Context: an optimization exercise on an open-source flow, tuned for small area. The choices shown serve that exercise and are no tape-out recipe. The RTL was checked by simulation tests, not by an equivalence proof against the original design.

## flow/design.v (module list and top-level ports; edited modules follow where they fit)
// module qam_transmitter: 1971 lines
// module FA: 4 lines
// module HA: 4 lines
module qam_transmitter (
    input clk,
    input reset,
    input [1:0] syms_in_i,
    input [1:0] syms_in_q,
    output sym_ready,
    output signed [17:0] transmitter_out
);
  // ...
==> flow/flow/run.sh <==
#!/bin/bash
# Layout flow: the standard flow (standard.sh), with two changes:
#  - synthesis maps logic with an area-only ABC script (flow/abc_area.script)
#    instead of ORFS's abc_area.script; every other ORFS script is used
#    unchanged from a copy of $FLOW_HOME/scripts;
#  - clock tree synthesis runs without dummy loads.
# Each tool's output goes to standard.log (and ORFS's own logs under orfs/).
set -euo pipefail
rm -rf scripts
cp -r "$FLOW_HOME/scripts" scripts
cp flow/abc_area.script scripts/abc_area.script
CTS="-sink_clustering_enable -repair_clock_nets -sink_clustering_size 14 -sink_clustering_max_diameter 70 -buf_list {sky130_fd_sc_hd__clkbuf_4 sky130_fd_sc_hd__clkbuf_8} -dont_use_dummy_load"
bash standard.sh "SCRIPTS_DIR=$PWD/scripts" "CTS_ARGS=$CTS" REMOVE_ABC_BUFFERS=1 "BUFFER_PORTS_ARGS=-buffer_cell sky130_fd_sc_hd__buf_1" finish > standard.log 2>&1
==> flow/flow/abc_area.script <==
strash
dch
map -a -B 0
topo
dnsize -c
==> flow/standard.sh <==
#!/bin/bash
# synth_recipe.tcl (not shown) runs the flow's synth.tcl, then flattens the netlist and writes it again
# the make line also repeats each setting of config.mk as NAME=value (left out here)
make -C /OpenROAD-flow-scripts/flow DESIGN_CONFIG=/design/flow/config.mk WORK_HOME=/design/flow/orfs CLKGATE_MAP_FILE= SYNTH_SCRIPT=/design/flow/synth_recipe.tcl "${@:-finish}"
==> flow/config.mk <==
export PLATFORM = sky130hd
export DESIGN_NAME = qam_transmitter
export DESIGN_NICKNAME = qam_transmitter
export VERILOG_FILES = /design/flow/design.v
export SDC_FILE = /design/flow/constraint.sdc
export NUM_CORES = 4
export LEC_CHECK = 0
export ABC_AREA = 1
export CAP_MARGIN = 20
export CELL_PAD_IN_SITES_DETAIL_PLACEMENT = 1
export CELL_PAD_IN_SITES_GLOBAL_PLACEMENT = 2
export CORE_MARGIN = 2
export CORE_UTILIZATION = 40
export CTS_BUF_LIST = sky130_fd_sc_hd__clkbuf_4 sky130_fd_sc_hd__clkbuf_8
export CTS_CLUSTER_DIAMETER = 70
export CTS_CLUSTER_SIZE = 14
export GPL_ROUTABILITY_DRIVEN = 1
export GPL_TIMING_DRIVEN = 0
export SLEW_MARGIN = 20
export SYNTH_HIERARCHICAL = 1
export SYNTH_MINIMUM_KEEP_SIZE = 0
==> flow/constraint.sdc <==
create_clock -name core_clock -period 16.0 [get_ports {clk}]
set_input_delay 3.2000 -clock core_clock [delete_from_list [all_inputs] [get_ports {clk}]]
set_output_delay 3.2000 -clock core_clock [all_outputs]
set_load 0.01 [all_outputs]
==> qor.log, run 1 <==
qor: min_path.whs_path_depth 1
qor: cells_and_area.clock_buffer_count 38
qor: synthesis.synth_top_family_by_area adder cells
qor: run_status.result_of_the_run complete, no violations
qor: sta.worstMarginPinSlew 1170 ps
qor: cells_and_area.layout_commonest_cell sky130_fd_sc_hd__fa_1
qor: cells_and_area.finish.cell_count_without_fillers 4515
qor: clock_network.numClockSinks 374
qor: grt.grt_use_total 0.331
qor: worst_setup_path.cpMaxStageDelayCell sky130_fd_sc_hd__dfxtp_1
qor: cells_and_area.clkCellAreaFrac 0.0145
qor: sta.report.final.hold_viol_count 0
qor: placement.post_dp_cell_area 35500 um2
qor: grt.grtUsageMet2 0.562
qor: cells_and_area.signal_buffers 54
qor: placement.dpl_cells 4475
qor: synthesis.post_synth_and_or_nand_nor_area_fraction 0.0979
qor: clock_network.tritoncts done
qor: synthesis.synth-edff-count 72
qor: clock_network.cts_inserted_buffers 38
qor: placement.port_buffers 24
qor: grt.grt_first_pass_wirelength 203 mm
qor: cells_and_area.fin_nets 4227
qor: worst_setup_path.worst_r2r_path_depth 42
qor: worst_setup_path.crit_family adder cells
qor: die.top_level_ports 25
qor: drt.m1WireLength 58.0 mm
qor: grt.gr-max-usage-layer met2
qor: drt.totalWireLength 141 mm
qor: drt.via_count 25700
==> inputs of run 2 (changes only) <==
--- a/flow/flow/run.sh
+++ b/flow/flow/run.sh
@@ -9,5 +9,5 @@
 rm -rf scripts
 cp -r "$FLOW_HOME/scripts" scripts
 cp flow/abc_area.script scripts/abc_area.script
-CTS="-sink_clustering_enable -repair_clock_nets -sink_clustering_size 14 -sink_clustering_max_diameter 70 -buf_list {sky130_fd_sc_hd__clkbuf_4 sky130_fd_sc_hd__clkbuf_8} -dont_use_dummy_load"
+CTS="-sink_clustering_enable -repair_clock_nets -sink_clustering_size 18 -sink_clustering_max_diameter 90 -buf_list {sky130_fd_sc_hd__clkbuf_4 sky130_fd_sc_hd__clkbuf_8} -dont_use_dummy_load"
 bash standard.sh "SCRIPTS_DIR=$PWD/scripts" "CTS_ARGS=$CTS" REMOVE_ABC_BUFFERS=1 "BUFFER_PORTS_ARGS=-buffer_cell sky130_fd_sc_hd__buf_1" finish > standard.log 2>&1
==> qor.log, run 2 <==
qor: worst_setup_path.worst_ep_required_time 16610 ps
qor: clock_network.tritoncts done
qor: synthesis.library_cell_occupying_the_most_area_in_the_post_synthesis_netlist sky130_fd_sc_hd__fa_1
qor: clock_network.cts-root-to-sink-buffers 3
qor: worst_setup_path.reg2reg_from c[0]
qor: synthesis.dominantRegCellSynth sky130_fd_sc_hd__dfxtp_1
qor: sta.fin_worst_skew 83.9 ps
qor: worst_setup_path.timing.critical_path.mode_cell sky130_fd_sc_hd__fa_1
qor: worst_setup_path.r2r_slack 500 ps
qor: sta.setup_viol 0
qor: placement.finalWeightedCongestion 1.04
qor: worst_setup_path.endpoint_kind flip-flop
qor: cells_and_area.finish.cell_count_without_fillers 4507 [-0.18%]
qor: drt.totalWireLength 140 mm [-0.24%]
qor: die.core.rowCount 106
qor: worst_setup_path.criticalPathCategory flip-flop to flip-flop
qor: sta.report.final.hold_viol_count 0 [unchanged]
qor: drt.route.detailed.drc 0
qor: grt.antenna_violations_before_repair 4
qor: cells_and_area.layout_commonest_cell sky130_fd_sc_hd__fa_1
qor: sta.max_slew_margin 0.243
qor: sta.min_period 15500 ps
qor: placement.post-dp-hpwl 118 mm
qor: synthesis.post_synthesis_instance_area 33500 um2
qor: placement.port_buffers 24 [unchanged]
qor: synthesis.library_cell_with_the_highest_instance_count_after_synthesis sky130_fd_sc_hd__fa_1
qor: min_path.worstHoldStart N0[15]
qor: worst_setup_path.timing.critical_path.buf_inv 3
qor: die.placeableCoreArea 83300 um2
qor: synthesis.netlist.area_leader.share 0.387
qor: placement.dpl_cells 4475 [unchanged]
qor: worst_setup_path.rr_endpoint L0[17]
qor: die.die_h 293 um
qor: synthesis.synth_cells 3345
qor: worst_setup_path.timing.critical_path.depth 35
qor: synthesis.asyncSetResetFlopFracSynth 0
qor: drt.initialDrtViolationCount 1625
qor: sta.min_period_over_period 0.969
qor: clock_network.numClockSinks 374 [unchanged]
qor: drt.via_count 25500 [-0.63%]
qor: synthesis.ys.warnings.count 7
qor: clock_network.cts_inserted_buffers 30 [-21%]
qor: sta.worstMarginPinSlew 1130 ps [-39.0 ps]
qor: drt.routedWlPerCell 31.2 um
qor: synthesis.synthDistinctLibCells 35
qor: clock_network.cts_hold_buf 0
qor: grt.grt_first_pass_wirelength 203 mm [-0.37%]
qor: sta.final-max-slew-violation-count 0
qor: die.design.die.area 86000 um2
qor: synthesis.postSynthAreaPerCell 10.0 um2
qor: cells_and_area.fin_nets 4219 [-0.19%]
qor: clock_network.clkLatencyLatePin 740 ps
qor: worst_setup_path.cp-start-kind flip-flop
qor: cells_and_area.drive_above_1_share 0.0254
qor: synthesis.ys_top_cells_by_count sky130_fd_sc_hd__fa_1 (647), sky130_fd_sc_hd__nand2_1 (507), sky130_fd_sc_hd__o21ai_0 (405)
qor: min_path.min_path_type flip-flop to flip-flop
qor: min_path.whs_path_depth 1 [unchanged]
qor: worst_setup_path.data_arrival_at_the_endpoint_of_the_critical_path 16110 ps
qor: worst_setup_path.slowest_delay 820 ps
qor: job.maxCapViolations 0
qor: die.die_x 293 um
qor: cells_and_area.areaGrowthSynthToFinish 7.39%
qor: synthesis.post_synth_main_area_contributors sky130_fd_sc_hd__fa_1 (39%), sky130_fd_sc_hd__dfxtp_1 (18%), sky130_fd_sc_hd__edfxtp_1 (6.5%)
qor: drt.detail_route.first_pass.iterations 5
qor: sta.unrepaired_setup_endpoints_after_global_routing false
qor: worst_setup_path.crit_family adder cells
qor: cells_and_area.final_cell_mix sky130_fd_sc_hd__fa_1 (647), sky130_fd_sc_hd__nand2_1 (506), sky130_fd_sc_hd__o21ai_0 (404), sky130_fd_sc_hd__a21oi_1 (343), sky130_fd_sc_hd__dfxtp_1 (301)
qor: sta.finalHoldWorstSlack 396 ps
qor: die.top_level_ports 25 [unchanged]
qor: grt.total_grt_overflow 0
qor: drt.number_of_nets_still_failing_antenna_checks_after_routing 0
qor: clock_network.cts_root_buffer sky130_fd_sc_hd__clkbuf_8
qor: grt.vias_in_the_first_global_route 28400
qor: min_path.holdPathEnd L1[15]
qor: worst_setup_path.cpMaxStageDelayCell sky130_fd_sc_hd__dfxtp_1
qor: synthesis.seq_area_frac_synth 0.245
qor: die.initial_core_util 0.402
qor: grt.grt_use_total 0.329 [-0.00197]
qor: clock_network.clk_transition_reported_paths 110 ps
qor: clock_network.htree_levels 1
qor: drt.avgViaCountPerCell 5.66
qor: worst_setup_path.worstPathMaxFanout 26
qor: worst_setup_path.worst_r2r_path_depth 35 [-17%]
qor: synthesis.synth-edff-count 72 [unchanged]
qor: synthesis.ys_seq_elements 374
qor: run_status.result_of_the_run complete, no violations
qor: sta.max_freq 64.5 MHz
qor: grt.grt_start_max_net_pins 106
[run 2: per-layer routing]
metal | vias up | part of all wire | track usage
met5 | - | 0 | 0
met1 | 13400 | 0.42 | 0.421
li1 | 11200 | - | -
met4 | 0 | 0.062 | 0.170
met2 | 705 | 0.49 | 0.564
met3 | 221 | 0.031 | 0.0220
[run 2: worst max path at each step]
stage	startpoint	to	slack, ps
after floorplan	c[0]	yo[15]	-5850
after global placement	c[0]	yo[15]	-14510
after detailed placement	c[0]	L0[17]	-1350
after CTS	c[0]	L0[17]	70
after global routing	c[0]	yo[15]	110
final	c[0]	L0[17]	500
[run 2: cell families after synthesis]
family                     after synthesis  share of synthesized area
muxes                                    6                    0.00179
buffers and inverters                  310                     0.0350
and+or+nand+nor                        845                     0.0979
AOI/OAI and AO/OA                      821                      0.128
DFF                                    374                      0.245
xor gates and xnor gates               203                     0.0531
adders and majority gates              786                      0.439
[run 2: layout make-up]
class,count,area [um2]
fill,9326,47300
multi-input combinational,2661,24200
sequential,374,8210
tap,1080,1350
inverter,307,1180
timing repair buffer,54,611
clock buffer,30,413
antenna,1,2.50
[run 2: through the flow]
step | instance area, um2 | util | setup slack, ps | setup TNS, ps
finish | 36000 | 0.432 | 500 | 0
floorplan | 33500 | - | -5850 | -372340
global route | 36000 | 0.432 | 111 | 0
global placement | 34900 | 0.419 | -14510 | -2201510
CTS | 35900 | 0.431 | 68.1 | 0
detailed placement | 35500 | 0.426 | -1350 | -7860
[run 2: timing repair]
action                                  4_1_cts  5_1_grt
resized for setup                             5        2
pin swaps                                     0        1
setup buffers                                 0        1
endpoints found under the setup margin       12        3
[run 2: Yosys stat by module (local to each module, per instance)]
module,flops+latches,area (um2),cells inside
qam_transmitter,374,19900,2649
FA,0,20.0,1
HA,0,12.5,1

==> static timing again, ports no longer ideal <==
Ports are ideal in the flow. The routed layouts listed here were re-timed in OpenROAD.
Step 1: set_driving_cell puts a clkbuf_16 on clk and a buf_2 on each other input, an assumption about the parent block.
Step 2 moves the port delays by t, midway between the first and last clock arrival at a register: inputs arrive t later, outputs are due t later. That takes back most of the time a late clock gives input paths.
a / b / c = ideal / step 1 / step 2; a / b = the first two.
run	shift t [ns]	setup slack, ns	worst setup path after step 2	worst data-port slew with drivers (ns)
run 1	0.698	0.501 / 0.501 / 0.501	register to register	0.03
run 2	0.764	0.500 / 0.500 / 0.500	register to register	0.03
After both steps setup and hold are still met in every run listed.
